This design comes from an exercise in tuning for small area on the open sky130 flow, not from production work. The RTL was checked by simulation tests, not by an equivalence proof against the original design.

==> flow/design.v <==
module calc(input wire clk,
            input wire btnac,
            input wire btnl,
            input wire btnr,
            input wire btnc,
            input wire btnd,
            input wire [15:0] sw,
            output wire [15:0] led);
    reg [15:0] acc;
    reg        btnc_d;
    reg [4:0]  cnt;
    reg        s7;       
    reg        cf;       
    assign led = acc;
    wire press = btnc & ~btnc_d;
    wire act   = press | (cnt != 5'd0);
    wire [1:0] hL, hC, hR, hYE, hCE, hP, hNN;
    wire fill, mul;
    calc_ctrl u_ctrl (.op({btnl, btnr, btnd}), .sw(sw[15:0]), .k(cnt[4:1]), .ph(cnt[0]),
                      .act(act), .clr_n(~btnac), .a(acc[15]),
                      .hL(hL), .hC(hC), .hR(hR), .hYE(hYE), .hCE(hCE), .hP(hP), .hNN(hNN),
                      .fill(fill), .mul(mul));
    wire [15:0] ge;
    calc_therm u_therm (.k(cnt[4:1]), .mul(mul), .ge(ge));
    wire [16:0] c;
    wire [15:0] nxt;
    wire c8n;
    assign c[0] = hP[0];
    assign c[8] = (cf & ~btnac) | hP[1];
    genvar i;
    for (i = 0; i < 16; i = i + 1) begin : g_bit
        localparam integer H = i / 8;
        wire cn;
        calc_bit u_bit (.xl((i == 0) ? 1'b0 : (i == 8) ? s7 : acc[i-1]), .xc(acc[i]),
                        .xr((i == 15) ? fill : acc[i+1]),
                        .sl(hL[H]), .sc(hC[H]), .sr(hR[H]), .b(sw[i]), .g(ge[i]), .ye(hYE[H]),
                        .ci(c[i]), .nn(hNN[H]), .gn((i == 15) ? 1'b0 : ge[i+1]), .ce(hCE[H]),
                        .p(hP[H]), .q(nxt[i]), .cn(cn));
        if (i == 7) begin : g_c7
            assign c8n = cn;
        end else if (i != 15) begin : g_c
            assign c[i+1] = cn;
        end
    end
    always @(posedge clk) begin
        btnc_d <= btnc;
        s7 <= acc[7];
        cf <= c8n;
        if (btnac) cnt <= 5'd0;
        else if (act) cnt <= cnt + 5'd1;
        acc <= nxt;
    end
endmodule
module calc_ctrl(input wire [2:0] op, input wire [15:0] sw, input wire [3:0] k,
                 input wire ph, act, clr_n, a,
                 output wire [1:0] hL, hC, hR, hYE, hCE, hP, hNN,
                 output wire fill, output wire mul);
    wire l = op[2], r = op[1], d = op[0];
    wire big = |sw[15:5];
    wire n4  = sw[4];
    wire [3:0] nl = sw[3:0];
    wire kz   = (k == 4'd0);
    wire k1   = (k == 4'd1);
    wire k2   = (k == 4'd2);
    wire k_lt = k < nl;
    wire k_le = k <= nl;
    wire sh      = ~l & ~r;
    wire lsr     = sh & ~d;
    wire lsl     = sh & d;
    wire addsub  = ~l & r;
    wire sub     = addsub & d;
    assign mul   = l & ~r & ~d;
    wire logic_  = l & (r | d);
    wire nn      = l & (r ^ d);
    wire nor_    = l & ~r & d;
    wire clr  = sh & (big | (d & n4));
    wire fst  = lsr & ~big & n4 & kz;                  
    wire R    = lsr & ~big & (n4 ? (~kz & k_le) : k_lt);
    wire L    = mul | (lsl & ~big & ~n4 & k_lt);
    wire YE   = (mul & a) | (addsub & k1) | (logic_ & kz);
    wire CE   = (mul & a) | (addsub & k1);
    wire P    = (sub & (kz | k2)) | (nor_ & kz) | (fst & a);
    wire NN   = nn & kz;
    assign fill = a & ~n4;
    wire run = act & clr_n;
    wire lo  = run & ~ph;
    wire hi  = run & ph;
    wire nc  = clr | fst | L | R;
    assign hL  = {hi & L,  lo & L};
    assign hR  = {hi & R,  lo & R};
    assign hC  = {clr_n & ~(hi & nc), clr_n & ~(lo & nc)};
    assign hYE = {hi & YE, lo & YE};
    assign hCE = {hi & CE, lo & CE};
    assign hP  = {hi & P,  lo & P};
    assign hNN = {hi & NN, lo & NN};
endmodule
module calc_therm(input wire [3:0] k, input wire mul, output wire [15:0] ge);
    wire [3:0] kp = mul ? k : 4'd15;
    genvar i;
    for (i = 0; i < 16; i = i + 1) begin : g_ge
        assign ge[i] = (kp >= i);
    end
endmodule
module calc_bit(input wire xl, xc, xr, sl, sc, sr, b, g, ye, ci, nn, gn, ce, p,
                output wire q, cn);
    wire x = (sl & xl) | (sc & xc) | (sr & xr);
    wire y = b & g & ye;
    wire s = x ^ y ^ ci;
    wire co = (x & y) | (x & ci) | (y & ci);
    assign q = nn ? ~co : s;
    assign cn = (co & gn & ce) | p;
endmodule
==> flow/config.mk <==
export PLATFORM = sky130hd
export DESIGN_NAME = calc
export DESIGN_NICKNAME = calc
export VERILOG_FILES = /design/flow/design.v
export SDC_FILE = /design/flow/constraint.sdc
export NUM_CORES = 4
export LEC_CHECK = 0
export ABC_AREA = 0
export ABC_CLOCK_PERIOD_IN_PS = 10000
export CAP_MARGIN = 20
export CORE_MARGIN = 2
export CORE_UTILIZATION = 75
export CTS_BUF_LIST = sky130_fd_sc_hd__clkbuf_8
export SLEW_MARGIN = 20
export SYNTH_HIERARCHICAL = 1
export SYNTH_MINIMUM_KEEP_SIZE = 0
==> flow/constraint.sdc <==
create_clock -name core_clock -period 10.0 [get_ports {clk}]
set_input_delay 2.0000 -clock core_clock [delete_from_list [all_inputs] [get_ports {clk}]]
set_output_delay 2.0000 -clock core_clock [all_outputs]
set_load 0.01 [all_outputs]
standard.sh (not shown) runs the stock make flow with config.mk's settings and CLKGATE_MAP_FILE= SYNTH_SCRIPT=/design/flow/synth_recipe.tcl, a recipe that flattens the netlist after the stock synthesis.
==> flow/flow/run.sh <==
#!/bin/bash
# Standard layout, with two changes: the port buffers are the smallest
# buffer cell, and after floorplan every combinational cell gets the smallest
# drive strength that keeps timing (flow/downsize.tcl).
export BUFFER_PORTS_ARGS="-buffer_cell sky130_fd_sc_hd__buf_1"
export POST_FLOORPLAN_TCL="$PWD/flow/downsize.tcl"
bash standard.sh > standard.log 2>&1
==> flow/flow/downsize.tcl <==
# Run at the end of floorplan: give every combinational cell the smallest
# drive strength of its kind (drive 1) unless that lowers the worst setup
# slack by more than 20 ps.
set base_ws [sta::worst_slack_cmd max]
set n 0
foreach inst [get_cells *] {
  set ref [get_property $inst ref_name]
  if {![regexp {^(sky130_fd_sc_hd__[a-z0-9]+)_([0-9]+)$} $ref -> base drv]} { continue }
  if {[regexp {df|dl|clk|tap|fill|decap|conb|buf|inv} $base]} { continue }
  if {$drv <= 1} { continue }
  set cand [get_lib_cells -quiet */${base}_1]
  if {[llength $cand] == 0} { continue }
  replace_cell $inst [lindex $cand 0]
  if {[sta::worst_slack_cmd max] < $base_ws - 20e-12} {
    replace_cell $inst [lindex [get_lib_cells */$ref] 0]
  } else {
    incr n
  }
}
puts "downsize: $n cells set to drive 1, worst slack [sta::worst_slack_cmd max] (was $base_ws)"
Then changed:
--- a/flow/config.mk
+++ b/flow/config.mk
@@ -12 +12 @@
-export CORE_UTILIZATION = 75
+export CORE_UTILIZATION = 60
=> The changed run produced a clean layout. Area after synthesis stays the same. Global-route usage came out lower by 8.1 points. Setup slack gains 0.44 ns.

==> port drivers added, routing unchanged <==
Ports are ideal in the flow. The routed layouts listed here were re-timed in OpenROAD.
Step 1: set_driving_cell puts a clkbuf_16 on clk and a buf_2 on each other input, an assumption about the parent block.
Step 2 also shifts input and output timing later by t, the mid clock arrival at the registers, as if the neighbouring blocks saw the same clock.
Slacks: no drivers / after step 1 / after step 2; pairs: no drivers / after step 1.
run	t (ns)	slack for setup (ns)	worst register clock-pin slew, ns	pins driven straight from the clock port
the first run	0.295	0.665 / 0.671 / 0.376	0.09 / 0.09	1
the second run	0.288	1.103 / 1.104 / 0.816	0.08 / 0.08	1
After both steps setup and hold are still met in every run listed. The setup slack of the first run, which loses most, moves by +0.006 ns with the drivers and by -0.289 ns with both steps.
